Background: an optimization exercise with open tools, aiming at small area and a short achievable clock period. Do not read the settings as production practice. No functional check of the RTL was part of any run shown here.

$ cat flow/flow/run.sh
#!/bin/bash
# The standard layout (standard.sh), with plain buf_1 cells as the port buffers and a
# small clock tree. The make output goes to standard.log; each ORFS step logs to orfs/logs/.
set -euo pipefail
export BUFFER_PORTS_ARGS="-buffer_cell sky130_fd_sc_hd__buf_1"
export CTS_ARGS="-sink_clustering_enable -repair_clock_nets -dont_use_dummy_load -buf_list sky130_fd_sc_hd__clkbuf_8"
bash standard.sh > standard.log 2>&1
$ cat flow/standard.sh
#!/bin/bash
# synth_recipe.tcl (not shown) runs the flow's synth.tcl, then flattens the netlist and writes it again
# the make line also repeats each setting of config.mk as NAME=value (left out here)
make -C /OpenROAD-flow-scripts/flow DESIGN_CONFIG=/design/flow/config.mk WORK_HOME=/design/flow/orfs CLKGATE_MAP_FILE= SYNTH_SCRIPT=/design/flow/synth_recipe.tcl "${@:-finish}"
$ cat flow/config.mk
export PLATFORM = sky130hd
export DESIGN_NAME = bit_population_counter
export DESIGN_NICKNAME = bit_population_counter
export VERILOG_FILES = /design/flow/design.v
export SDC_FILE = /design/flow/constraint.sdc
export NUM_CORES = 4
export LEC_CHECK = 0
export CAP_MARGIN = 20
export CORE_MARGIN = 2
export CORE_UTILIZATION = 40
export CTS_BUF_LIST = sky130_fd_sc_hd__clkbuf_8
export SLEW_MARGIN = 20
export SYNTH_HIERARCHICAL = 1
$ cat flow/constraint.sdc
create_clock -name core_clock -period 11.0 [get_ports {clk_i}]
set_input_delay 2.2000 -clock core_clock [delete_from_list [all_inputs] [get_ports {clk_i}]]
set_output_delay 2.2000 -clock core_clock [all_outputs]
set_load 0.01 [all_outputs]
$ cat flow/design.v
module pc_fa (
  input  logic a,
  input  logic b,
  input  logic ci,
  output logic s,
  output logic co
);
  assign s  = a ^ b ^ ci;
  assign co = ( a & b ) | ( a & ci ) | ( b & ci );
endmodule
module pc_ha (
  input  logic a,
  input  logic b,
  output logic s,
  output logic co
);
  assign s  = a ^ b;
  assign co = a & b;
endmodule
module pc_cpa (
  input  logic [14:0] x,
  output logic [8:0] s
);
  assign s = {1'b0, x[7], x[6], x[5], x[4], x[3], x[2], x[1], x[0]}
           + {1'b0, 1'b0, x[14], x[13], x[12], x[11], x[10], x[9], x[8]};
endmodule
module bit_population_counter #(
  parameter WIDTH                 = 256
) (
  input  logic                    clk_i,
  input  logic                    srst_i,
  input  logic [WIDTH-1:0]        data_i,
  input  logic                    data_val_i,
  output logic [$clog2(WIDTH):0]  data_o,
  output logic                    data_val_o
);
logic [24:0] cs_d, cs_q;
logic s1, c2, s3, c4, s5, c6, s7, c8, s9, c10, s11, c12, s13, c14, s15, c16;
logic s17, c18, s19, c20, s21, c22, s23, c24, s25, c26, s27, c28, s29, c30, s31, c32;
logic s33, c34, s35, c36, s37, c38, s39, c40, s41, c42, s43, c44, s45, c46, s47, c48;
logic s49, c50, s51, c52, s53, c54, s55, c56, s57, c58, s59, c60, s61, c62, s63, c64;
logic s65, c66, s67, c68, s69, c70, s71, c72, s73, c74, s75, c76, s77, c78, s79, c80;
logic s81, c82, s83, c84, s85, c86, s87, c88, s89, c90, s91, c92, s93, c94, s95, c96;
logic s97, c98, s99, c100, s101, c102, s103, c104, s105, c106, s107, c108, s109, c110, s111, c112;
logic s113, c114, s115, c116, s117, c118, s119, c120, s121, c122, s123, c124, s125, c126, s127, c128;
logic s129, c130, s131, c132, s133, c134, s135, c136, s137, c138, s139, c140, s141, c142, s143, c144;
logic s145, c146, s147, c148, s149, c150, s151, c152, s153, c154, s155, c156, s157, c158, s159, c160;
logic s161, c162, s163, c164, s165, c166, s167, c168, s169, c170, s171, c172, s173, c174, s175, c176;
logic s177, c178, s179, c180, s181, c182, s183, c184, s185, c186, s187, c188, s189, c190, s191, c192;
logic s193, c194, s195, c196, s197, c198, s199, c200, s201, c202, s203, c204, s205, c206, s207, c208;
logic s209, c210, s211, c212, s213, c214, s215, c216, s217, c218, s219, c220, s221, c222, s223, c224;
logic s225, c226, s227, c228, s229, c230, s231, c232, s233, c234, s235, c236, s237, c238, s239, c240;
logic s241, c242, s243, c244, s245, c246, s247, c248, s249, c250, s251, c252, s253, c254, s255, c256;
logic s257, c258, s259, c260, s261, c262, s263, c264, s265, c266, s267, c268, s269, c270, s271, c272;
logic s273, c274, s275, c276, s277, c278, s279, c280, s281, c282, s283, c284, s285, c286, s287, c288;
logic s289, c290, s291, c292, s293, c294, s295, c296, s297, c298, s299, c300, s301, c302, s303, c304;
logic s305, c306, s307, c308, s309, c310, s311, c312, s313, c314, s315, c316, s317, c318, s319, c320;
logic s321, c322, s323, c324, s325, c326, s327, c328, s329, c330, s331, c332, s333, c334, s335, c336;
logic s337, c338, s339, c340, s341, c342, s343, c344, s345, c346, s347, c348, s349, c350, s351, c352;
logic s353, c354, s355, c356, s357, c358, s359, c360, s361, c362, s363, c364, s365, c366, s367, c368;
logic s369, c370, s371, c372, s373, c374, s375, c376, s377, c378, s379, c380, s381, c382, s383, c384;
logic s385, c386, s387, c388, s389, c390, s391, c392, s393, c394, s395, c396, s397, c398, s399, c400;
logic s401, c402, s403, c404, s405, c406, s407, c408, s409, c410, s411, c412, s413, c414, s415, c416;
logic s417, c418, s419, c420, s421, c422, s423, c424, s425, c426, s427, c428, s429, c430, s431, c432;
logic s433, c434, s435, c436, s437, c438, s439, c440, s441, c442, s443, c444, s445, c446, s447, c448;
logic s449, c450, s451, c452, s453, c454, s455, c456, s457, c458, s459, c460, s461, c462, s463, c464;
logic s465, c466, s467, c468, s469, c470, s471, c472, s473, c474, s475, c476, s477, c478, s479, c480;
logic s481, c482, s483, c484, s485, c486, s487, c488, s489, c490, s491, c492, s493, c494;
  pc_fa u_s1 (.a(data_i[0]), .b(data_i[1]), .ci(data_i[2]), .s(s1), .co(c2));
  pc_fa u_s3 (.a(data_i[3]), .b(data_i[4]), .ci(data_i[5]), .s(s3), .co(c4));
  pc_fa u_s5 (.a(data_i[6]), .b(data_i[7]), .ci(data_i[8]), .s(s5), .co(c6));
  pc_fa u_s7 (.a(data_i[9]), .b(data_i[10]), .ci(data_i[11]), .s(s7), .co(c8));
  pc_fa u_s9 (.a(data_i[12]), .b(data_i[13]), .ci(data_i[14]), .s(s9), .co(c10));
  pc_fa u_s11 (.a(data_i[15]), .b(data_i[16]), .ci(data_i[17]), .s(s11), .co(c12));
  pc_fa u_s13 (.a(data_i[18]), .b(data_i[19]), .ci(data_i[20]), .s(s13), .co(c14));
  pc_fa u_s15 (.a(data_i[21]), .b(data_i[22]), .ci(data_i[23]), .s(s15), .co(c16));
  pc_fa u_s17 (.a(data_i[24]), .b(data_i[25]), .ci(data_i[26]), .s(s17), .co(c18));
  pc_fa u_s19 (.a(data_i[27]), .b(data_i[28]), .ci(data_i[29]), .s(s19), .co(c20));
  pc_fa u_s21 (.a(data_i[30]), .b(data_i[31]), .ci(data_i[32]), .s(s21), .co(c22));
  pc_fa u_s23 (.a(data_i[33]), .b(data_i[34]), .ci(data_i[35]), .s(s23), .co(c24));
  pc_fa u_s25 (.a(data_i[36]), .b(data_i[37]), .ci(data_i[38]), .s(s25), .co(c26));
  pc_fa u_s27 (.a(data_i[39]), .b(data_i[40]), .ci(data_i[41]), .s(s27), .co(c28));
  pc_fa u_s29 (.a(data_i[42]), .b(data_i[43]), .ci(data_i[44]), .s(s29), .co(c30));
  pc_fa u_s31 (.a(data_i[45]), .b(data_i[46]), .ci(data_i[47]), .s(s31), .co(c32));
  pc_fa u_s33 (.a(data_i[48]), .b(data_i[49]), .ci(data_i[50]), .s(s33), .co(c34));
  pc_fa u_s35 (.a(data_i[51]), .b(data_i[52]), .ci(data_i[53]), .s(s35), .co(c36));
  pc_fa u_s37 (.a(data_i[54]), .b(data_i[55]), .ci(data_i[56]), .s(s37), .co(c38));
  pc_fa u_s39 (.a(data_i[57]), .b(data_i[58]), .ci(data_i[59]), .s(s39), .co(c40));
  pc_fa u_s41 (.a(data_i[60]), .b(data_i[61]), .ci(data_i[62]), .s(s41), .co(c42));
  pc_fa u_s43 (.a(data_i[63]), .b(data_i[64]), .ci(data_i[65]), .s(s43), .co(c44));
  pc_fa u_s45 (.a(data_i[66]), .b(data_i[67]), .ci(data_i[68]), .s(s45), .co(c46));
  pc_fa u_s47 (.a(data_i[69]), .b(data_i[70]), .ci(data_i[71]), .s(s47), .co(c48));
  pc_fa u_s49 (.a(data_i[72]), .b(data_i[73]), .ci(data_i[74]), .s(s49), .co(c50));
  pc_fa u_s51 (.a(data_i[75]), .b(data_i[76]), .ci(data_i[77]), .s(s51), .co(c52));
  pc_fa u_s53 (.a(data_i[78]), .b(data_i[79]), .ci(data_i[80]), .s(s53), .co(c54));
  pc_fa u_s55 (.a(data_i[81]), .b(data_i[82]), .ci(data_i[83]), .s(s55), .co(c56));
  pc_fa u_s57 (.a(data_i[84]), .b(data_i[85]), .ci(data_i[86]), .s(s57), .co(c58));
  pc_fa u_s59 (.a(data_i[87]), .b(data_i[88]), .ci(data_i[89]), .s(s59), .co(c60));
  pc_fa u_s61 (.a(data_i[90]), .b(data_i[91]), .ci(data_i[92]), .s(s61), .co(c62));
  pc_fa u_s63 (.a(data_i[93]), .b(data_i[94]), .ci(data_i[95]), .s(s63), .co(c64));
  pc_fa u_s65 (.a(data_i[96]), .b(data_i[97]), .ci(data_i[98]), .s(s65), .co(c66));
  pc_fa u_s67 (.a(data_i[99]), .b(data_i[100]), .ci(data_i[101]), .s(s67), .co(c68));
  pc_fa u_s69 (.a(data_i[102]), .b(data_i[103]), .ci(data_i[104]), .s(s69), .co(c70));
  pc_fa u_s71 (.a(data_i[105]), .b(data_i[106]), .ci(data_i[107]), .s(s71), .co(c72));
  pc_fa u_s73 (.a(data_i[108]), .b(data_i[109]), .ci(data_i[110]), .s(s73), .co(c74));
  pc_fa u_s75 (.a(data_i[111]), .b(data_i[112]), .ci(data_i[113]), .s(s75), .co(c76));
  pc_fa u_s77 (.a(data_i[114]), .b(data_i[115]), .ci(data_i[116]), .s(s77), .co(c78));
  pc_fa u_s79 (.a(data_i[117]), .b(data_i[118]), .ci(data_i[119]), .s(s79), .co(c80));
  pc_fa u_s81 (.a(data_i[120]), .b(data_i[121]), .ci(data_i[122]), .s(s81), .co(c82));
  pc_fa u_s83 (.a(data_i[123]), .b(data_i[124]), .ci(data_i[125]), .s(s83), .co(c84));
  pc_fa u_s85 (.a(data_i[126]), .b(data_i[127]), .ci(data_i[128]), .s(s85), .co(c86));
  pc_fa u_s87 (.a(data_i[129]), .b(data_i[130]), .ci(data_i[131]), .s(s87), .co(c88));
  pc_fa u_s89 (.a(data_i[132]), .b(data_i[133]), .ci(data_i[134]), .s(s89), .co(c90));
  pc_fa u_s91 (.a(data_i[135]), .b(data_i[136]), .ci(data_i[137]), .s(s91), .co(c92));
  pc_fa u_s93 (.a(data_i[138]), .b(data_i[139]), .ci(data_i[140]), .s(s93), .co(c94));
  pc_fa u_s95 (.a(data_i[141]), .b(data_i[142]), .ci(data_i[143]), .s(s95), .co(c96));
  pc_fa u_s97 (.a(data_i[144]), .b(data_i[145]), .ci(data_i[146]), .s(s97), .co(c98));
  pc_fa u_s99 (.a(data_i[147]), .b(data_i[148]), .ci(data_i[149]), .s(s99), .co(c100));
  pc_fa u_s101 (.a(data_i[150]), .b(data_i[151]), .ci(data_i[152]), .s(s101), .co(c102));
  pc_fa u_s103 (.a(data_i[153]), .b(data_i[154]), .ci(data_i[155]), .s(s103), .co(c104));
  pc_fa u_s105 (.a(data_i[156]), .b(data_i[157]), .ci(data_i[158]), .s(s105), .co(c106));
  pc_fa u_s107 (.a(data_i[159]), .b(data_i[160]), .ci(data_i[161]), .s(s107), .co(c108));
  pc_fa u_s109 (.a(data_i[162]), .b(data_i[163]), .ci(data_i[164]), .s(s109), .co(c110));
  pc_fa u_s111 (.a(data_i[165]), .b(data_i[166]), .ci(data_i[167]), .s(s111), .co(c112));
  pc_fa u_s113 (.a(data_i[168]), .b(data_i[169]), .ci(data_i[170]), .s(s113), .co(c114));
  pc_fa u_s115 (.a(data_i[171]), .b(data_i[172]), .ci(data_i[173]), .s(s115), .co(c116));
  pc_fa u_s117 (.a(data_i[174]), .b(data_i[175]), .ci(data_i[176]), .s(s117), .co(c118));
  pc_fa u_s119 (.a(data_i[177]), .b(data_i[178]), .ci(data_i[179]), .s(s119), .co(c120));
  pc_fa u_s121 (.a(data_i[180]), .b(data_i[181]), .ci(data_i[182]), .s(s121), .co(c122));
  pc_fa u_s123 (.a(data_i[183]), .b(data_i[184]), .ci(data_i[185]), .s(s123), .co(c124));
  pc_fa u_s125 (.a(data_i[186]), .b(data_i[187]), .ci(data_i[188]), .s(s125), .co(c126));
  pc_fa u_s127 (.a(data_i[189]), .b(data_i[190]), .ci(data_i[191]), .s(s127), .co(c128));
  pc_fa u_s129 (.a(data_i[192]), .b(data_i[193]), .ci(data_i[194]), .s(s129), .co(c130));
  pc_fa u_s131 (.a(data_i[195]), .b(data_i[196]), .ci(data_i[197]), .s(s131), .co(c132));
  pc_fa u_s133 (.a(data_i[198]), .b(data_i[199]), .ci(data_i[200]), .s(s133), .co(c134));
  pc_fa u_s135 (.a(data_i[201]), .b(data_i[202]), .ci(data_i[203]), .s(s135), .co(c136));
  pc_fa u_s137 (.a(data_i[204]), .b(data_i[205]), .ci(data_i[206]), .s(s137), .co(c138));
  pc_fa u_s139 (.a(data_i[207]), .b(data_i[208]), .ci(data_i[209]), .s(s139), .co(c140));
  pc_fa u_s141 (.a(data_i[210]), .b(data_i[211]), .ci(data_i[212]), .s(s141), .co(c142));
  pc_fa u_s143 (.a(data_i[213]), .b(data_i[214]), .ci(data_i[215]), .s(s143), .co(c144));
  pc_fa u_s145 (.a(data_i[216]), .b(data_i[217]), .ci(data_i[218]), .s(s145), .co(c146));
  pc_fa u_s147 (.a(data_i[219]), .b(data_i[220]), .ci(data_i[221]), .s(s147), .co(c148));
  pc_fa u_s149 (.a(data_i[222]), .b(data_i[223]), .ci(data_i[224]), .s(s149), .co(c150));
  pc_fa u_s151 (.a(data_i[225]), .b(data_i[226]), .ci(data_i[227]), .s(s151), .co(c152));
  pc_fa u_s153 (.a(data_i[228]), .b(data_i[229]), .ci(data_i[230]), .s(s153), .co(c154));
  pc_fa u_s155 (.a(data_i[231]), .b(data_i[232]), .ci(data_i[233]), .s(s155), .co(c156));
  pc_fa u_s157 (.a(data_i[234]), .b(data_i[235]), .ci(data_i[236]), .s(s157), .co(c158));
  pc_fa u_s159 (.a(data_i[237]), .b(data_i[238]), .ci(data_i[239]), .s(s159), .co(c160));
  pc_fa u_s161 (.a(data_i[240]), .b(data_i[241]), .ci(data_i[242]), .s(s161), .co(c162));
  pc_fa u_s163 (.a(data_i[243]), .b(data_i[244]), .ci(data_i[245]), .s(s163), .co(c164));
  pc_fa u_s165 (.a(data_i[246]), .b(data_i[247]), .ci(data_i[248]), .s(s165), .co(c166));
  pc_fa u_s167 (.a(data_i[249]), .b(data_i[250]), .ci(data_i[251]), .s(s167), .co(c168));
  pc_fa u_s169 (.a(data_i[252]), .b(data_i[253]), .ci(data_i[254]), .s(s169), .co(c170));
  pc_fa u_s171 (.a(data_i[255]), .b(s1), .ci(s3), .s(s171), .co(c172));
  pc_fa u_s173 (.a(s5), .b(s7), .ci(s9), .s(s173), .co(c174));
  pc_fa u_s175 (.a(s11), .b(s13), .ci(s15), .s(s175), .co(c176));
  pc_fa u_s177 (.a(s17), .b(s19), .ci(s21), .s(s177), .co(c178));
  pc_fa u_s179 (.a(s23), .b(s25), .ci(s27), .s(s179), .co(c180));
  pc_fa u_s181 (.a(s29), .b(s31), .ci(s33), .s(s181), .co(c182));
  pc_fa u_s183 (.a(s35), .b(s37), .ci(s39), .s(s183), .co(c184));
  pc_fa u_s185 (.a(s41), .b(s43), .ci(s45), .s(s185), .co(c186));
  pc_fa u_s187 (.a(s47), .b(s49), .ci(s51), .s(s187), .co(c188));
  pc_fa u_s189 (.a(s53), .b(s55), .ci(s57), .s(s189), .co(c190));
  pc_fa u_s191 (.a(s59), .b(s61), .ci(s63), .s(s191), .co(c192));
  pc_fa u_s193 (.a(s65), .b(s67), .ci(s69), .s(s193), .co(c194));
  pc_fa u_s195 (.a(s71), .b(s73), .ci(s75), .s(s195), .co(c196));
  pc_fa u_s197 (.a(s77), .b(s79), .ci(s81), .s(s197), .co(c198));
  pc_fa u_s199 (.a(s83), .b(s85), .ci(s87), .s(s199), .co(c200));
  pc_fa u_s201 (.a(s89), .b(s91), .ci(s93), .s(s201), .co(c202));
  pc_fa u_s203 (.a(s95), .b(s97), .ci(s99), .s(s203), .co(c204));
  pc_fa u_s205 (.a(s101), .b(s103), .ci(s105), .s(s205), .co(c206));
  pc_fa u_s207 (.a(s107), .b(s109), .ci(s111), .s(s207), .co(c208));
  pc_fa u_s209 (.a(s113), .b(s115), .ci(s117), .s(s209), .co(c210));
  pc_fa u_s211 (.a(s119), .b(s121), .ci(s123), .s(s211), .co(c212));
  pc_fa u_s213 (.a(s125), .b(s127), .ci(s129), .s(s213), .co(c214));
  pc_fa u_s215 (.a(s131), .b(s133), .ci(s135), .s(s215), .co(c216));
  pc_fa u_s217 (.a(s137), .b(s139), .ci(s141), .s(s217), .co(c218));
  pc_fa u_s219 (.a(s143), .b(s145), .ci(s147), .s(s219), .co(c220));
  pc_fa u_s221 (.a(s149), .b(s151), .ci(s153), .s(s221), .co(c222));
  pc_fa u_s223 (.a(s155), .b(s157), .ci(s159), .s(s223), .co(c224));
  pc_fa u_s225 (.a(s161), .b(s163), .ci(s165), .s(s225), .co(c226));
  pc_fa u_s227 (.a(s167), .b(s169), .ci(s171), .s(s227), .co(c228));
  pc_fa u_s229 (.a(s173), .b(s175), .ci(s177), .s(s229), .co(c230));
  pc_fa u_s231 (.a(s179), .b(s181), .ci(s183), .s(s231), .co(c232));
  pc_fa u_s233 (.a(s185), .b(s187), .ci(s189), .s(s233), .co(c234));
  pc_fa u_s235 (.a(s191), .b(s193), .ci(s195), .s(s235), .co(c236));
  pc_fa u_s237 (.a(s197), .b(s199), .ci(s201), .s(s237), .co(c238));
  pc_fa u_s239 (.a(s203), .b(s205), .ci(s207), .s(s239), .co(c240));
  pc_fa u_s241 (.a(s209), .b(s211), .ci(s213), .s(s241), .co(c242));
  pc_fa u_s243 (.a(s215), .b(s217), .ci(s219), .s(s243), .co(c244));
  pc_fa u_s245 (.a(s221), .b(s223), .ci(s225), .s(s245), .co(c246));
  pc_fa u_s247 (.a(s227), .b(s229), .ci(s231), .s(s247), .co(c248));
  pc_fa u_s249 (.a(s233), .b(s235), .ci(s237), .s(s249), .co(c250));
  pc_fa u_s251 (.a(s239), .b(s241), .ci(s243), .s(s251), .co(c252));
  pc_fa u_s253 (.a(s245), .b(s247), .ci(s249), .s(s253), .co(c254));
  pc_fa u_s255 (.a(c2), .b(c4), .ci(c6), .s(s255), .co(c256));
  pc_fa u_s257 (.a(c8), .b(c10), .ci(c12), .s(s257), .co(c258));
  pc_fa u_s259 (.a(c14), .b(c16), .ci(c18), .s(s259), .co(c260));
  pc_fa u_s261 (.a(c20), .b(c22), .ci(c24), .s(s261), .co(c262));
  pc_fa u_s263 (.a(c26), .b(c28), .ci(c30), .s(s263), .co(c264));
  pc_fa u_s265 (.a(c32), .b(c34), .ci(c36), .s(s265), .co(c266));
  pc_fa u_s267 (.a(c38), .b(c40), .ci(c42), .s(s267), .co(c268));
  pc_fa u_s269 (.a(c44), .b(c46), .ci(c48), .s(s269), .co(c270));
  pc_fa u_s271 (.a(c50), .b(c52), .ci(c54), .s(s271), .co(c272));
  pc_fa u_s273 (.a(c56), .b(c58), .ci(c60), .s(s273), .co(c274));
  pc_fa u_s275 (.a(c62), .b(c64), .ci(c66), .s(s275), .co(c276));
  pc_fa u_s277 (.a(c68), .b(c70), .ci(c72), .s(s277), .co(c278));
  pc_fa u_s279 (.a(c74), .b(c76), .ci(c78), .s(s279), .co(c280));
  pc_fa u_s281 (.a(c80), .b(c82), .ci(c84), .s(s281), .co(c282));
  pc_fa u_s283 (.a(c86), .b(c88), .ci(c90), .s(s283), .co(c284));
  pc_fa u_s285 (.a(c92), .b(c94), .ci(c96), .s(s285), .co(c286));
  pc_fa u_s287 (.a(c98), .b(c100), .ci(c102), .s(s287), .co(c288));
  pc_fa u_s289 (.a(c104), .b(c106), .ci(c108), .s(s289), .co(c290));
  pc_fa u_s291 (.a(c110), .b(c112), .ci(c114), .s(s291), .co(c292));
  pc_fa u_s293 (.a(c116), .b(c118), .ci(c120), .s(s293), .co(c294));
  pc_fa u_s295 (.a(c122), .b(c124), .ci(c126), .s(s295), .co(c296));
  pc_fa u_s297 (.a(c128), .b(c130), .ci(c132), .s(s297), .co(c298));
  pc_fa u_s299 (.a(c134), .b(c136), .ci(c138), .s(s299), .co(c300));
  pc_fa u_s301 (.a(c140), .b(c142), .ci(c144), .s(s301), .co(c302));
  pc_fa u_s303 (.a(c146), .b(c148), .ci(c150), .s(s303), .co(c304));
  pc_fa u_s305 (.a(c152), .b(c154), .ci(c156), .s(s305), .co(c306));
  pc_fa u_s307 (.a(c158), .b(c160), .ci(c162), .s(s307), .co(c308));
  pc_fa u_s309 (.a(c164), .b(c166), .ci(c168), .s(s309), .co(c310));
  pc_fa u_s311 (.a(c170), .b(c172), .ci(c174), .s(s311), .co(c312));
  pc_fa u_s313 (.a(c176), .b(c178), .ci(c180), .s(s313), .co(c314));
  pc_fa u_s315 (.a(c182), .b(c184), .ci(c186), .s(s315), .co(c316));
  pc_fa u_s317 (.a(c188), .b(c190), .ci(c192), .s(s317), .co(c318));
  pc_fa u_s319 (.a(c194), .b(c196), .ci(c198), .s(s319), .co(c320));
  pc_fa u_s321 (.a(c200), .b(c202), .ci(c204), .s(s321), .co(c322));
  pc_fa u_s323 (.a(c206), .b(c208), .ci(c210), .s(s323), .co(c324));
  pc_fa u_s325 (.a(c212), .b(c214), .ci(c216), .s(s325), .co(c326));
  pc_fa u_s327 (.a(c218), .b(c220), .ci(c222), .s(s327), .co(c328));
  pc_fa u_s329 (.a(c224), .b(c226), .ci(s255), .s(s329), .co(c330));
  pc_fa u_s331 (.a(s257), .b(s259), .ci(s261), .s(s331), .co(c332));
  pc_fa u_s333 (.a(s263), .b(s265), .ci(s267), .s(s333), .co(c334));
  pc_fa u_s335 (.a(s269), .b(s271), .ci(s273), .s(s335), .co(c336));
  pc_fa u_s337 (.a(s275), .b(s277), .ci(s279), .s(s337), .co(c338));
  pc_fa u_s339 (.a(s281), .b(s283), .ci(s285), .s(s339), .co(c340));
  pc_fa u_s341 (.a(s287), .b(s289), .ci(s291), .s(s341), .co(c342));
  pc_fa u_s343 (.a(s293), .b(s295), .ci(s297), .s(s343), .co(c344));
  pc_fa u_s345 (.a(s299), .b(s301), .ci(s303), .s(s345), .co(c346));
  pc_fa u_s347 (.a(s305), .b(s307), .ci(s309), .s(s347), .co(c348));
  pc_fa u_s349 (.a(c228), .b(s311), .ci(c230), .s(s349), .co(c350));
  pc_fa u_s351 (.a(c232), .b(c234), .ci(c236), .s(s351), .co(c352));
  pc_fa u_s353 (.a(c238), .b(c240), .ci(c242), .s(s353), .co(c354));
  pc_fa u_s355 (.a(c244), .b(c246), .ci(s313), .s(s355), .co(c356));
  pc_fa u_s357 (.a(s315), .b(s317), .ci(s319), .s(s357), .co(c358));
  pc_fa u_s359 (.a(s321), .b(s323), .ci(s325), .s(s359), .co(c360));
  pc_fa u_s361 (.a(s327), .b(s329), .ci(s331), .s(s361), .co(c362));
  pc_fa u_s363 (.a(s333), .b(s335), .ci(s337), .s(s363), .co(c364));
  pc_fa u_s365 (.a(s339), .b(s341), .ci(s343), .s(s365), .co(c366));
  pc_fa u_s367 (.a(s345), .b(s347), .ci(s349), .s(s367), .co(c368));
  pc_fa u_s369 (.a(c248), .b(s351), .ci(s353), .s(s369), .co(c370));
  pc_fa u_s371 (.a(s355), .b(s357), .ci(s359), .s(s371), .co(c372));
  pc_fa u_s373 (.a(s361), .b(s363), .ci(s365), .s(s373), .co(c374));
  pc_fa u_s375 (.a(c250), .b(c252), .ci(s367), .s(s375), .co(c376));
  pc_fa u_s377 (.a(c254), .b(s369), .ci(s371), .s(s377), .co(c378));
  pc_fa u_s379 (.a(c256), .b(c258), .ci(c260), .s(s379), .co(c380));
  pc_fa u_s381 (.a(c262), .b(c264), .ci(c266), .s(s381), .co(c382));
  pc_fa u_s383 (.a(c268), .b(c270), .ci(c272), .s(s383), .co(c384));
  pc_fa u_s385 (.a(c274), .b(c276), .ci(c278), .s(s385), .co(c386));
  pc_fa u_s387 (.a(c280), .b(c282), .ci(c284), .s(s387), .co(c388));
  pc_fa u_s389 (.a(c286), .b(c288), .ci(c290), .s(s389), .co(c390));
  pc_fa u_s391 (.a(c292), .b(c294), .ci(c296), .s(s391), .co(c392));
  pc_fa u_s393 (.a(c298), .b(c300), .ci(c302), .s(s393), .co(c394));
  pc_fa u_s395 (.a(c304), .b(c306), .ci(c308), .s(s395), .co(c396));
  pc_fa u_s397 (.a(c310), .b(c312), .ci(c314), .s(s397), .co(c398));
  pc_fa u_s399 (.a(c316), .b(c318), .ci(c320), .s(s399), .co(c400));
  pc_fa u_s401 (.a(c322), .b(c324), .ci(c326), .s(s401), .co(c402));
  pc_fa u_s403 (.a(c328), .b(c330), .ci(c332), .s(s403), .co(c404));
  pc_fa u_s405 (.a(c334), .b(c336), .ci(c338), .s(s405), .co(c406));
  pc_fa u_s407 (.a(c340), .b(c342), .ci(c344), .s(s407), .co(c408));
  pc_fa u_s409 (.a(c346), .b(c348), .ci(s379), .s(s409), .co(c410));
  pc_fa u_s411 (.a(s381), .b(s383), .ci(s385), .s(s411), .co(c412));
  pc_fa u_s413 (.a(s387), .b(s389), .ci(s391), .s(s413), .co(c414));
  pc_fa u_s415 (.a(s393), .b(s395), .ci(c350), .s(s415), .co(c416));
  pc_fa u_s417 (.a(s397), .b(c352), .ci(c354), .s(s417), .co(c418));
  pc_fa u_s419 (.a(c356), .b(c358), .ci(c360), .s(s419), .co(c420));
  pc_fa u_s421 (.a(c362), .b(c364), .ci(c366), .s(s421), .co(c422));
  pc_fa u_s423 (.a(s399), .b(s401), .ci(s403), .s(s423), .co(c424));
  pc_fa u_s425 (.a(s405), .b(s407), .ci(s409), .s(s425), .co(c426));
  pc_fa u_s427 (.a(s411), .b(s413), .ci(c368), .s(s427), .co(c428));
  pc_fa u_s429 (.a(s415), .b(c370), .ci(s417), .s(s429), .co(c430));
  pc_fa u_s431 (.a(c372), .b(c374), .ci(s419), .s(s431), .co(c432));
  pc_fa u_s433 (.a(s421), .b(s423), .ci(s425), .s(s433), .co(c434));
  pc_fa u_s435 (.a(c380), .b(c382), .ci(c384), .s(s435), .co(c436));
  pc_fa u_s437 (.a(c386), .b(c388), .ci(c390), .s(s437), .co(c438));
  pc_fa u_s439 (.a(c392), .b(c394), .ci(c396), .s(s439), .co(c440));
  pc_fa u_s441 (.a(c398), .b(c400), .ci(c402), .s(s441), .co(c442));
  pc_fa u_s443 (.a(c404), .b(c406), .ci(c408), .s(s443), .co(c444));
  pc_fa u_s445 (.a(c410), .b(c412), .ci(c414), .s(s445), .co(c446));
  pc_fa u_s447 (.a(s435), .b(s437), .ci(s439), .s(s447), .co(c448));
  pc_fa u_s449 (.a(c416), .b(c418), .ci(s441), .s(s449), .co(c450));
  pc_fa u_s451 (.a(s443), .b(s445), .ci(s447), .s(s451), .co(c452));
  pc_fa u_s453 (.a(c420), .b(c422), .ci(c424), .s(s453), .co(c454));
  pc_fa u_s455 (.a(c426), .b(c428), .ci(c430), .s(s455), .co(c456));
  pc_fa u_s457 (.a(c436), .b(c438), .ci(c440), .s(s457), .co(c458));
  pc_fa u_s459 (.a(c442), .b(c444), .ci(c446), .s(s459), .co(c460));
  pc_fa u_s461 (.a(c448), .b(s457), .ci(c450), .s(s461), .co(c462));
assign cs_d[0] = s251;  
assign cs_d[1] = s253;  
assign cs_d[2] = s373;  
assign cs_d[3] = s375;  
assign cs_d[4] = s377;  
assign cs_d[5] = c376;  
assign cs_d[6] = s427;  
assign cs_d[7] = s429;  
assign cs_d[8] = c378;  
assign cs_d[9] = s431;  
assign cs_d[10] = s433;  
assign cs_d[11] = s449;  
assign cs_d[12] = s451;  
assign cs_d[13] = c432;  
assign cs_d[14] = c434;  
assign cs_d[15] = s453;  
assign cs_d[16] = s455;  
assign cs_d[17] = s459;  
assign cs_d[18] = c452;  
assign cs_d[19] = c454;  
assign cs_d[20] = c456;  
assign cs_d[21] = s461;  
assign cs_d[22] = c458;  
assign cs_d[23] = c460;  
assign cs_d[24] = c462;  
always_ff @( posedge clk_i )
  cs_q <= cs_d;
always_ff @( posedge clk_i )
  begin
    if( srst_i )
      data_val_o <= 1'b0;
    else
      data_val_o <= data_val_i;
  end
  pc_fa u_s463 (.a(cs_q[5]), .b(cs_q[6]), .ci(cs_q[7]), .s(s463), .co(c464));
  pc_fa u_s465 (.a(cs_q[11]), .b(cs_q[12]), .ci(cs_q[13]), .s(s465), .co(c466));
  pc_ha u_s467 (.a(cs_q[14]), .b(cs_q[15]), .s(s467), .co(c468));
  pc_fa u_s469 (.a(cs_q[17]), .b(cs_q[18]), .ci(cs_q[19]), .s(s469), .co(c470));
  pc_ha u_s471 (.a(cs_q[20]), .b(cs_q[21]), .s(s471), .co(c472));
  pc_ha u_s473 (.a(cs_q[22]), .b(cs_q[23]), .s(s473), .co(c474));
  pc_ha u_s475 (.a(cs_q[8]), .b(cs_q[9]), .s(s475), .co(c476));
  pc_fa u_s477 (.a(cs_q[16]), .b(s467), .ci(c464), .s(s477), .co(c478));
  pc_fa u_s479 (.a(c468), .b(s471), .ci(c466), .s(s479), .co(c480));
  pc_fa u_s481 (.a(cs_q[24]), .b(c472), .ci(s473), .s(s481), .co(c482));
  pc_ha u_s483 (.a(cs_q[2]), .b(cs_q[3]), .s(s483), .co(c484));
  pc_fa u_s485 (.a(cs_q[10]), .b(s475), .ci(s463), .s(s485), .co(c486));
  pc_fa u_s487 (.a(c476), .b(s465), .ci(s477), .s(s487), .co(c488));
  pc_fa u_s489 (.a(s469), .b(c478), .ci(s479), .s(s489), .co(c490));
  pc_fa u_s491 (.a(c470), .b(c480), .ci(s481), .s(s491), .co(c492));
  pc_ha u_s493 (.a(c474), .b(c482), .s(s493), .co(c494));
  pc_cpa u_cpa (.x({s493, s491, s489, s487, s485, cs_q[4], cs_q[1], c494, c492, c490, c488, c486, c484, s483, cs_q[0]}), .s(data_o));
endmodule
==> impl_metrics.json, run 1 <==
{
  "ys_types": 23,
  "final_cell_mix": "buf_1 (268), fa_1 (242), dfxtp_1 (26)",
  "synth.area.top_cells": "fa_1 (84%), dfxtp_1 (9.1%), ha_1 (2.8%), a21oi_1 (0.44%), inv_1 (0.33%)",
  "core-area_um2": 13900,
  "ys.flop_type": "dfxtp_1",
  "cp_data_required_time_ps": 8800,
  "final_common_cell": "buf_1",
  "cts_buffer_depth": 2,
  "drv_slew": 0,
  "die_w_um": 124,
  "fin_nets": 1103,
  "antenna_cells": 0,
  "cts_tree": "done",
  "cpPeakStageDelay_ps": 510,
  "cts_resized": 0,
  "die_y_um": 124,
  "synth_enable_flop_cells": 0,
  "syn_area_um2": 5750,
  "first_global_vias": 4612,
  "yosys.area.top_type": "fa_1",
  "wirelength_mm": 13.9,
  "grt_pass1_wl_mm": 22.4,
  "rows": 43,
  "tightest_slew_ps": 257,
  "clock_sinks": 26,
  "cts_setup_buffers": 0,
  "fin_cells": 767,
  "outcome": "complete, no violations",
  "worstSetupEndpointType": "primary output",
  "post-route-period-util": 0.507,
  "overflow": 0,
  "hp-class": "in -> reg",
  "htree_levels": 1,
  "hold_viol": 0,
  "seq_area_frac_synth": 0.0906,
  "crit_path_start": "cs_q[11]",
  "grt_max_degree": 16,
  "drt-wirelength-per-cell_um": 18.1,
  "cap_viol_max_count": 0,
  "path_clk_slew_ps": 100,
  "initial_core_util": 0.412,
  "setup_tns_ps": 0,
  "min_from": "srst_i",
  "area_growth_pct": 22.1,
  "first_iter_violations": 91,
  "cts_made_buffers": 3,
  "yosysWarnings": 7,
  "critPathMaxFanout": 6,
  "synthesis.nets": 830,
  "grt_usage": 0.198,
  "dieArea_um2": 15300,
  "slew_headroom": 0.827,
  "final_antenna_net_count": 0,
  "synthArstFlopShare": 0,
  "vias": 3484,
  "root_buffer": "clkbuf_8",
  "dr.pass1.iters": 4,
  "gp_congestion": 0.845,
  "min_to": "data_val_o",
  "num_io_pins": 269,
  "dp.cells": 764,
  "crit_chain": "fa_1 > fa_1 > fa_1 > ha_1 > a21oi_2 > o21bai_2 > or4_1 > nand3_1 > buf_1",
  "yosys.area.top_type_share": 0.843,
  "period_needed_ps": 5580,
  "antenna_found_initial": 0,
  "startpoint_type": "flop",
  "arrival_ps": 3380,
  "route.detailed.drc": 0,
  "hold_depth": 2,
  "fillCellCount": 1236,
  "synthCells": 316,
  "slowest_stage": "fa_1",
  "critPathKind": "reg -> out",
  "via_per_inst": 4.54,
  "syn_avg_cell_area_um2": 18.2,
  "ys_ff_latch": 26,
  "crit_top_cell": "fa_1",
  "port_buffers": 268,
  "finalSetupViolCount": 0,
  "rsz0062_at_grt": "no",
  "drive_gt1_frac": 0.0119,
  "max_freq_ghz": 0.179,
  "cts_hold_buf": 0,
  "hpwl_mm": 13.9
}
==> cells in the mapped netlist, types with 2 or more instances <==
library cell and n:
a21oi_1 5, dfxtp_1 26, fa_1 242, ha_1 13, inv_1 5, nand2_1 2, nand3_1 3, nor2_1 2
o21ai_0 2, xnor2_1 2, xor2_1 2
==> flip-flops by register name, summed over array words and instances (netlist names) <==
signal      flops
cs_q           25
data_val_o      1
==> worst max-delay path, delay by kind of cell (launching register included) <==
family	cells	cell delay, ps
fa+ha+maj	4	1780
flops	1	340
simple gates	2	540
buf+inv	1	170
compound gates	2	270
==> Yosys stat by module (local to each module, per instance) <==
module,copies in the design,flops+latches,cells
pc_ha,6,0,1
bit_population_counter,1,26,27
pc_fa,241,0,1
pc_cpa,1,0,42
==> per-stage QoR <==
step                 util  instance area, um^2  worst slack, ps  hold slack [ps]
finish              0.504                 7020             5420             2130
global placement    0.501                 6980             5260             2420
CTS                 0.504                 7020             5400             2130
detailed placement  0.501                 6980             5200             2420
floorplan               -                 5750             5460             2260
global route        0.504                 7020             5300             2140
==> worst max path at each step <==
stage                end  slack, ps  depth (start not counted)
6_report       data_o[7]       5420                          9
5_1_grt        data_o[7]       5300                          9
4_1_cts        data_o[7]       5400                          9
3_5_place_dp    cs_q[16]       5200                          8
3_3_place_gp    cs_q[16]       5260                          8
2_1_floorplan   cs_q[16]       5460                          7
==> cell families after synthesis <==
logic type | Yosys count | share of synthesized area
adders and majority gates | 255 | 0.871
DFF | 26 | 0.0906
and+or+nand+nor | 13 | 0.0133
xor gates and xnor gates | 4 | 0.00610
AOI/OAI and AO/OA | 13 | 0.0155
buffers and inverters | 5 | 0.00327
==> layer usage <==
metal	vias to the layer above	wire, um	global-route usage
li1	1525	-	-
met1	1827	4880	0.236
met2	119	8180	0.386
met3	13	664	0.0307
met4	0	125	0.0234
met5	-	0	0
==> cell type report <==
| cell class | instances | area, um^2 | share of cell area |
|---|---|---|---|
| multi-input cells | 285 | 5210 | 0.742 |
| repair buffers | 268 | 1010 | 0.143 |
| flip-flops and latches | 26 | 520 | 0.0742 |
| inverters | 5 | 18.8 | 0.00267 |
| well taps | 180 | 225 | 0.0321 |
| clock buffers | 3 | 41.3 | 0.00588 |
==> inputs of run 2 (changes only) <==
--- a/flow/design.v
+++ b/flow/design.v
@@ -17,12 +17,21 @@
   assign s  = a ^ b;
   assign co = a & b;
 endmodule
-module pc_cpa (
-  input  logic [14:0] x,
-  output logic [8:0] s
+module pc_x3 (
+  input  logic a,
+  input  logic b,
+  input  logic c,
+  output logic y
 );
-  assign s = {1'b0, x[7], x[6], x[5], x[4], x[3], x[2], x[1], x[0]}
-           + {1'b0, 1'b0, x[14], x[13], x[12], x[11], x[10], x[9], x[8]};
+  assign y = a ^ b ^ c;
+endmodule
+module pc_mj (
+  input  logic a,
+  input  logic b,
+  input  logic c,
+  output logic y
+);
+  assign y = ( a & b ) | ( a & c ) | ( b & c );
 endmodule
 module bit_population_counter #(
   parameter WIDTH                 = 256
@@ -34,7 +43,7 @@
   output logic [$clog2(WIDTH):0]  data_o,
   output logic                    data_val_o
 );
-logic [24:0] cs_d, cs_q;
+logic [26:0] cs_d, cs_q;
 logic s1, c2, s3, c4, s5, c6, s7, c8, s9, c10, s11, c12, s13, c14, s15, c16;
 logic s17, c18, s19, c20, s21, c22, s23, c24, s25, c26, s27, c28, s29, c30, s31, c32;
 logic s33, c34, s35, c36, s37, c38, s39, c40, s41, c42, s43, c44, s45, c46, s47, c48;
@@ -293,10 +302,8 @@
   pc_fa u_s449 (.a(c416), .b(c418), .ci(s441), .s(s449), .co(c450));
   pc_fa u_s451 (.a(s443), .b(s445), .ci(s447), .s(s451), .co(c452));
   pc_fa u_s453 (.a(c420), .b(c422), .ci(c424), .s(s453), .co(c454));
-  pc_fa u_s455 (.a(c426), .b(c428), .ci(c430), .s(s455), .co(c456));
-  pc_fa u_s457 (.a(c436), .b(c438), .ci(c440), .s(s457), .co(c458));
-  pc_fa u_s459 (.a(c442), .b(c444), .ci(c446), .s(s459), .co(c460));
-  pc_fa u_s461 (.a(c448), .b(s457), .ci(c450), .s(s461), .co(c462));
+  pc_fa u_s455 (.a(c436), .b(c438), .ci(c440), .s(s455), .co(c456));
+  pc_fa u_s457 (.a(c442), .b(c444), .ci(c446), .s(s457), .co(c458));
 assign cs_d[0] = s251;  
 assign cs_d[1] = s253;  
 assign cs_d[2] = s373;  
@@ -308,20 +315,22 @@
 assign cs_d[8] = c378;  
 assign cs_d[9] = s431;  
 assign cs_d[10] = s433;  
-assign cs_d[11] = s449;  
-assign cs_d[12] = s451;  
-assign cs_d[13] = c432;  
-assign cs_d[14] = c434;  
-assign cs_d[15] = s453;  
-assign cs_d[16] = s455;  
-assign cs_d[17] = s459;  
-assign cs_d[18] = c452;  
-assign cs_d[19] = c454;  
-assign cs_d[20] = c456;  
-assign cs_d[21] = s461;  
-assign cs_d[22] = c458;  
-assign cs_d[23] = c460;  
-assign cs_d[24] = c462;  
+assign cs_d[11] = c426;  
+assign cs_d[12] = c428;  
+assign cs_d[13] = c430;  
+assign cs_d[14] = s449;  
+assign cs_d[15] = s451;  
+assign cs_d[16] = c432;  
+assign cs_d[17] = c434;  
+assign cs_d[18] = s453;  
+assign cs_d[19] = c448;  
+assign cs_d[20] = s455;  
+assign cs_d[21] = c450;  
+assign cs_d[22] = s457;  
+assign cs_d[23] = c452;  
+assign cs_d[24] = c454;  
+assign cs_d[25] = c456;  
+assign cs_d[26] = c458;  
 always_ff @( posedge clk_i )
   cs_q <= cs_d;
 always_ff @( posedge clk_i )
@@ -331,21 +340,36 @@
     else
       data_val_o <= data_val_i;
   end
-  pc_fa u_s463 (.a(cs_q[5]), .b(cs_q[6]), .ci(cs_q[7]), .s(s463), .co(c464));
-  pc_fa u_s465 (.a(cs_q[11]), .b(cs_q[12]), .ci(cs_q[13]), .s(s465), .co(c466));
-  pc_ha u_s467 (.a(cs_q[14]), .b(cs_q[15]), .s(s467), .co(c468));
-  pc_fa u_s469 (.a(cs_q[17]), .b(cs_q[18]), .ci(cs_q[19]), .s(s469), .co(c470));
-  pc_ha u_s471 (.a(cs_q[20]), .b(cs_q[21]), .s(s471), .co(c472));
-  pc_ha u_s473 (.a(cs_q[22]), .b(cs_q[23]), .s(s473), .co(c474));
+  pc_x3 u_s459 (.a(cs_q[11]), .b(cs_q[12]), .c(cs_q[13]), .y(s459));
+  pc_mj u_c460 (.a(cs_q[11]), .b(cs_q[12]), .c(cs_q[13]), .y(c460));
+  pc_ha u_s461 (.a(cs_q[19]), .b(cs_q[20]), .s(s461), .co(c462));
+  pc_x3 u_s463 (.a(cs_q[5]), .b(cs_q[6]), .c(cs_q[7]), .y(s463));
+  pc_mj u_c464 (.a(cs_q[5]), .b(cs_q[6]), .c(cs_q[7]), .y(c464));
+  pc_x3 u_s465 (.a(cs_q[14]), .b(cs_q[15]), .c(cs_q[16]), .y(s465));
+  pc_mj u_c466 (.a(cs_q[14]), .b(cs_q[15]), .c(cs_q[16]), .y(c466));
+  pc_ha u_s467 (.a(cs_q[17]), .b(cs_q[18]), .s(s467), .co(c468));
+  pc_x3 u_s469 (.a(cs_q[21]), .b(cs_q[22]), .c(cs_q[23]), .y(s469));
+  pc_mj u_c470 (.a(cs_q[21]), .b(cs_q[22]), .c(cs_q[23]), .y(c470));
+  pc_x3 u_s471 (.a(cs_q[24]), .b(s461), .c(c460), .y(s471));
+  pc_mj u_c472 (.a(cs_q[24]), .b(s461), .c(c460), .y(c472));
+  pc_ha u_s473 (.a(cs_q[25]), .b(cs_q[26]), .s(s473), .co(c474));
   pc_ha u_s475 (.a(cs_q[8]), .b(cs_q[9]), .s(s475), .co(c476));
-  pc_fa u_s477 (.a(cs_q[16]), .b(s467), .ci(c464), .s(s477), .co(c478));
-  pc_fa u_s479 (.a(c468), .b(s471), .ci(c466), .s(s479), .co(c480));
-  pc_fa u_s481 (.a(cs_q[24]), .b(c472), .ci(s473), .s(s481), .co(c482));
+  pc_x3 u_s477 (.a(s467), .b(c464), .c(s459), .y(s477));
+  pc_mj u_c478 (.a(s467), .b(c464), .c(s459), .y(c478));
+  pc_x3 u_s479 (.a(c468), .b(c466), .c(s469), .y(s479));
+  pc_mj u_c480 (.a(c468), .b(c466), .c(s469), .y(c480));
+  pc_x3 u_s481 (.a(c462), .b(s473), .c(c470), .y(s481));
+  pc_mj u_c482 (.a(c462), .b(s473), .c(c470), .y(c482));
   pc_ha u_s483 (.a(cs_q[2]), .b(cs_q[3]), .s(s483), .co(c484));
-  pc_fa u_s485 (.a(cs_q[10]), .b(s475), .ci(s463), .s(s485), .co(c486));
-  pc_fa u_s487 (.a(c476), .b(s465), .ci(s477), .s(s487), .co(c488));
-  pc_fa u_s489 (.a(s469), .b(c478), .ci(s479), .s(s489), .co(c490));
-  pc_fa u_s491 (.a(c470), .b(c480), .ci(s481), .s(s491), .co(c492));
+  pc_x3 u_s485 (.a(cs_q[10]), .b(s475), .c(s463), .y(s485));
+  pc_mj u_c486 (.a(cs_q[10]), .b(s475), .c(s463), .y(c486));
+  pc_x3 u_s487 (.a(c476), .b(s465), .c(s477), .y(s487));
+  pc_mj u_c488 (.a(c476), .b(s465), .c(s477), .y(c488));
+  pc_x3 u_s489 (.a(s471), .b(s479), .c(c478), .y(s489));
+  pc_mj u_c490 (.a(s471), .b(s479), .c(c478), .y(c490));
+  pc_x3 u_s491 (.a(s481), .b(c472), .c(c480), .y(s491));
+  pc_mj u_c492 (.a(s481), .b(c472), .c(c480), .y(c492));
   pc_ha u_s493 (.a(c474), .b(c482), .s(s493), .co(c494));
-  pc_cpa u_cpa (.x({s493, s491, s489, s487, s485, cs_q[4], cs_q[1], c494, c492, c490, c488, c486, c484, s483, cs_q[0]}), .s(data_o));
+assign data_o = {1'b0, c494, c492, c490, c488, c486, c484, s483, cs_q[0]}
+              + {1'b0, 1'b0, s493, s491, s489, s487, s485, cs_q[4], cs_q[1]};
 endmodule
==> run 2 against run 1 <==
  * Still clean on timing, DRC and antenna
  * Die area grew 3.6%
  * Clock-buffer cell count did not move
  * Wire length increased by 0.90%
  * Critical path depth unchanged
  * Global-route usage down 0.93 points
  * Non-clock buffer count unchanged
  * Sequential share of layout area grew 0.33 points
  * Core utilization shrank 0.58 points
  * Worst hold slack lost 60 ps
  * Critical endpoint unchanged
  * Highest routed layer unchanged
==> impl_metrics.json, run 2 <==
{
  "vias": 3652,
  "synthesis.nets": 832,
  "yosysWarnings": 7,
  "cts_buffer_depth": 2,
  "port_buffers": 268,
  "setup_tns_ps": 0,
  "largest_reg_flops": 27,
  "antenna_cells": 0,
  "cp_data_required_time_ps": 8800,
  "dr.pass1.iters": 4,
  "yosysMostFrequentCell": "fa_1",
  "crit_chain": "maj3_2 > xor3_1 > xor3_1 > ha_1 > a21oi_2 > o21bai_2 > or4_1 > nand3_1 > buf_1",
  "regMostFlops": "cs_q",
  "arrival_ps": 3170,
  "dieArea_um2": 15900,
  "cts_hold_buf": 0,
  "synthCells": 330,
  "antenna_found_initial": 0,
  "overflow": 0,
  "clock_sinks": 28,
  "via_per_inst": 4.65,
  "slew_headroom": 0.797,
  "grt_pass1_wl_mm": 23.0,
  "dp.cells": 782,
  "root_buffer": "clkbuf_8",
  "seq_area_um2": 561,
  "post-route-util": 0.498,
  "ys_types": 24,
  "top_regs": "cs_q (27), data_val_o (1)",
  "finalSetupViolCount": 0,
  "path_clk_slew_ps": 90,
  "cts_made_buffers": 3,
  "fin_nets": 1105,
  "synth_enable_flop_cells": 0,
  "drt-wirelength-per-cell_um": 17.8,
  "gp_congestion": 0.912,
  "drive_gt1_frac": 0.0300,
  "dpl-instance-area_um2": 7200,
  "syn_avg_cell_area_um2": 18.1,
  "cts_tree": "done",
  "hp-class": "in -> reg",
  "worstPathBufferInverterCount": 1,
  "num_io_pins": 269,
  "synth.area.top_cells": "fa_1 (77%), dfxtp_1 (9.4%), xor3_1 (4.8%), ha_1 (2.7%), maj3_2 (2.3%)",
  "multi_input_area_um2": 5380,
  "grt_max_degree": 16,
  "cap_viol_max_count": 0,
  "core-area_um2": 14500,
  "period_needed_ps": 5370,
  "synthArstFlopShare": 0,
  "slowest_stage": "or4_1",
  "grt_usage": 0.189,
  "die_y_um": 126,
  "yosys.area.top_type": "fa_1",
  "first_global_vias": 4770,
  "max_freq_ghz": 0.186,
  "outcome": "complete, no violations",
  "critPathKind": "reg -> out",
  "rows": 44,
  "ys.flop_type": "dfxtp_1",
  "final_common_cell": "buf_1",
  "cpPeakStageDelay_ps": 470,
  "final_antenna_net_count": 0,
  "area_growth_pct": 21.4,
  "rsz0062_at_grt": "no",
  "fillCellCount": 1299,
  "startpoint_type": "flop",
  "critPathMaxFanout": 6,
  "htree_levels": 1,
  "hpwl_mm": 14.0,
  "critPathTopFamily": "XOR/XNOR gates",
  "wirelength_mm": 14.0,
  "yosys.area.top_type_share": 0.773,
  "post-route-period-util": 0.488,
  "fin_cells": 785,
  "cts_resized": 0,
  "crit_top_cell": "xor3_1",
  "hold_viol": 0,
  "seq_area_frac_synth": 0.0941,
  "initial_core_util": 0.410,
  "die_w_um": 126,
  "final_cell_mix": "buf_1 (268), fa_1 (230), dfxtp_1 (28)",
  "worstSetupEndpointType": "primary output",
  "first_iter_violations": 75,
  "stdcell_area_um2": 7240,
  "syn_area_um2": 5960,
  "drv_slew": 0,
  "route.detailed.drc": 0,
  "cts_setup_buffers": 0,
  "ys_ff_latch": 28,
  "netlist_top_cells_count": "fa_1 (230), dfxtp_1 (28), ha_1 (13), maj3_2 (12), xor3_1 (12)",
  "tightest_slew_ps": 301
}
run 2: path summary, 6_finish.rpt:
check | startpoint | to | slack [ps] | depth (start not counted)
setup / recovery | cs_q[15] | data_o[7] | 5630 | 9
hold / removal | srst_i | data_val_o | 2070 | 2
run 2: kinds of logic (layout without fill, tap and decap cells):
kind of cell	count (synthesis)	count (layout)	share of synthesized area
compound gates	13	13	0.0149
xor+xnor	16	16	0.0537
fa+ha+maj	255	255	0.823
buf+inv	5	276	0.00315
flops	28	28	0.0941
simple gates	13	13	0.0115
run 2: per-stage QoR:
step,hold WS (ps),worst slack [ps]
2_1_floorplan,2270,5750
3_3_place_gp,2360,5490
3_5_place_dp,2360,5480
4_1_cts,2070,5610
5_1_grt,2110,5440
6_report,2070,5630
run 2: final cells by class:
class                      count  area share
multi-input combinational    297       0.743
timing repair buffer         268       0.139
sequential                    28      0.0775
tap                          184      0.0318
clock buffer                   3     0.00571
inverter                       5     0.00259
run 2: Yosys stat by module (local to each module, per instance):
module / copies in the design / flops+latches
pc_mj: 12 / 0
pc_fa: 229 / 0
bit_population_counter: 1 / 28
pc_x3: 12 / 0
pc_ha: 6 / 0
run 2: per-layer routing:
metal | global-route usage | part of all wire | vias to the layer above
li1 | - | - | 1592
met1 | 0.230 | 0.37 | 1917
met2 | 0.377 | 0.58 | 135
met3 | 0.0132 | 0.040 | 8
met4 | 0.0187 | 0.0057 | 0
met5 | 0 | 0 | -
==> inputs of run 3 (changes only) <==
--- a/flow/config.mk
+++ b/flow/config.mk
@@ -7,7 +7,7 @@
 export LEC_CHECK = 0
 export CAP_MARGIN = 20
 export CORE_MARGIN = 2
-export CORE_UTILIZATION = 40
+export CORE_UTILIZATION = 65
 export CTS_BUF_LIST = sky130_fd_sc_hd__clkbuf_8
 export SLEW_MARGIN = 20
 export SYNTH_HIERARCHICAL = 1
==> run 3 against run 2 <==
  * Still clean on timing, DRC and antenna
  * Critical path depth stayed put
  * Die area decreased by 37%
  * Via count rose by 10%
  * Critical path type unchanged
==> impl_metrics.json, run 3 <==
{
  "grt_max_degree": 17,
  "port_buffers": 268,
  "grt_pass1_wl_mm": 27.1,
  "hp-class": "in -> reg",
  "cts_hold_buf": 0,
  "final_common_cell": "buf_1",
  "initial_core_util": 0.677,
  "finalSetupViolCount": 0,
  "dieArea_um2": 9950,
  "first_global_vias": 5294,
  "route.detailed.drc": 0,
  "synth_enable_flop_cells": 0,
  "cts_tree": "done",
  "drt-wirelength-per-cell_um": 25.1,
  "syn_area_um2": 5960,
  "overflow": 0,
  "hold_viol": 0,
  "synthArstFlopShare": 0,
  "rsz0062_at_grt": "no",
  "cts_buffer_depth": 2,
  "cts_resized": 0,
  "ys_types": 24,
  "yosys.area.top_type": "fa_1",
  "max_freq_ghz": 0.183,
  "critPathMaxFanout": 6,
  "crit_chain": "xor3_1 > xor3_1 > xor3_1 > ha_1 > a21oi_2 > o21bai_2 > or4_1 > nand3_1 > buf_1",
  "stdcell_area_um2": 7150,
  "rows": 34,
  "die_y_um": 99.8,
  "die_w_um": 99.8,
  "yosysWarnings": 7,
  "worstPathBufferInverterCount": 1,
  "syn_avg_cell_area_um2": 18.1,
  "slew_headroom": 0.808,
  "cpPeakStageDelay_ps": 490,
  "hpwl_mm": 16.9,
  "num_io_pins": 269,
  "cts_setup_buffers": 0,
  "final_cell_mix": "buf_1 (268), fa_1 (230), dfxtp_1 (28)",
  "antenna_found_initial": 3,
  "top_regs": "cs_q (27), data_val_o (1)",
  "ys_ff_latch": 28,
  "arrival_ps": 3260,
  "worstSetupEndpointType": "primary output",
  "wirelength_mm": 17.9,
  "outcome": "complete, no violations",
  "slowest_stage": "xor3_1",
  "drive_gt1_frac": 0.0300,
  "path_clk_slew_ps": 100,
  "core-area_um2": 8810,
  "crit_top_cell": "xor3_1",
  "vias": 4027,
  "via_per_inst": 5.66,
  "setup_tns_ps": 0,
  "cap_viol_max_count": 0,
  "grt_usage": 0.393,
  "synthesis.nets": 832,
  "regMostFlops": "cs_q",
  "drv_slew": 0,
  "first_iter_violations": 150,
  "synthCells": 330,
  "seq_area_frac_synth": 0.0941,
  "fin_nets": 1105,
  "dpl-instance-area_um2": 7100,
  "netlist_top_cells_count": "fa_1 (230), dfxtp_1 (28), ha_1 (13), maj3_2 (12), xor3_1 (12)",
  "post-route-period-util": 0.496,
  "yosysMostFrequentCell": "fa_1",
  "final_antenna_net_count": 0,
  "clock_sinks": 28,
  "synth.area.top_cells": "fa_1 (77%), dfxtp_1 (9.4%), xor3_1 (4.8%), ha_1 (2.7%), maj3_2 (2.3%)",
  "cp_data_required_time_ps": 8800,
  "root_buffer": "clkbuf_8",
  "htree_levels": 1,
  "gp_congestion": 0.962,
  "largest_reg_flops": 27,
  "period_needed_ps": 5460,
  "dr.pass1.iters": 7,
  "tightest_slew_ps": 286,
  "critPathTopFamily": "XOR/XNOR gates",
  "startpoint_type": "flop",
  "area_growth_pct": 20.0,
  "ys.flop_type": "dfxtp_1",
  "critPathKind": "reg -> out",
  "yosys.area.top_type_share": 0.773,
  "cts_made_buffers": 3
}
==> run 3: kinds of logic (layout without fill, tap and decap cells) <==
group                    count (synthesis)  count (layout)  synth area share
AO/OA/AOI/OAI                           13              13            0.0149
XOR/XNOR                                16              16            0.0537
adder cells (fa/ha/maj)                255             255             0.823
buffers and inverters                    5             276           0.00315
flip-flops                              28              28            0.0941
other                                    0               3                 0
AND/OR/NAND/NOR                         13              13            0.0115
==> run 3: cell type report <==
class | instances | area, um^2
diodes | 3 | 7.51
multi-input cells | 297 | 5380
inverters | 5 | 18.8
flip-flops and latches | 28 | 561
fillers | 479 | 1660
repair buffers | 268 | 1010
clock buffers | 3 | 41.3
well taps | 108 | 135
==> run 3: per-layer routing <==
metal,share of wire,global-route usage
met2,0.55,0.713
met1,0.31,0.417
met5,0,0
met3,0.078,0.0991
met4,0.062,0.215
==> run 3: path summary, 6_finish.rpt <==
check	slack [ps]	to	cells after the start	startpoint
worst min-delay path	2090	data_val_o	2	srst_i
worst max-delay path	5540	data_o[7]	9	cs_q[22]
==> run 3: Yosys stat by module (local to each module, per instance) <==
module,copies in the design,cell area [um^2]
pc_x3,12,23.8
bit_population_counter,1,880
pc_ha,6,12.5
pc_fa,229,20.0
pc_mj,12,11.3
==> run 3: metrics by stage <==
step / util / worst slack (ps) / hold slack [ps] / cells
after floorplan: - / 5750 / 2270 / 330
after global placement: 0.806 / 5470 / 2360 / 706
after detailed placement: 0.806 / 5430 / 2380 / 706
after CTS: 0.811 / 5570 / 2100 / 709
after global routing: 0.812 / 5410 / 2110 / 712
final: 0.812 / 5540 / 2090 / 712

## what the ideal ports hide
No port has a modelled driver above. Below, the same layouts with a new extraction and two added sets of constraints.
Step 1 (the two cells are an assumption about what drives the block):
set clk [get_ports {clk_i}]
set_driving_cell -lib_cell sky130_fd_sc_hd__clkbuf_16 $clk
set_driving_cell -lib_cell sky130_fd_sc_hd__buf_2 [delete_from_list [all_inputs] $clk]
Step 2 adds t to the input delays and takes it off the output delays; t is the mean of the earliest and latest rising clock arrival at the registers after step 1. Input paths then give back, and output paths get back, about the clock's delay inside the block.
Slacks: ideal ports / drivers / drivers and shift; pairs: ideal ports / drivers.
| run | shift t [ns] | slack for setup (ns) | slew at the worst register clock pin (ns) |
|---|---|---|---|
| run 1 | 0.300 | 5.421 / 5.394 / 5.255 | 0.10 / 0.10 |
| run 2 | 0.293 | 5.633 / 5.606 / 5.481 | 0.09 / 0.09 |
| run 3 | 0.296 | 5.540 / 5.511 / 5.329 | 0.10 / 0.10 |
After both steps setup and hold are still met in every run listed. The setup slack of run 3, which loses most, moves by -0.029 ns with the drivers and by -0.211 ns with both steps.
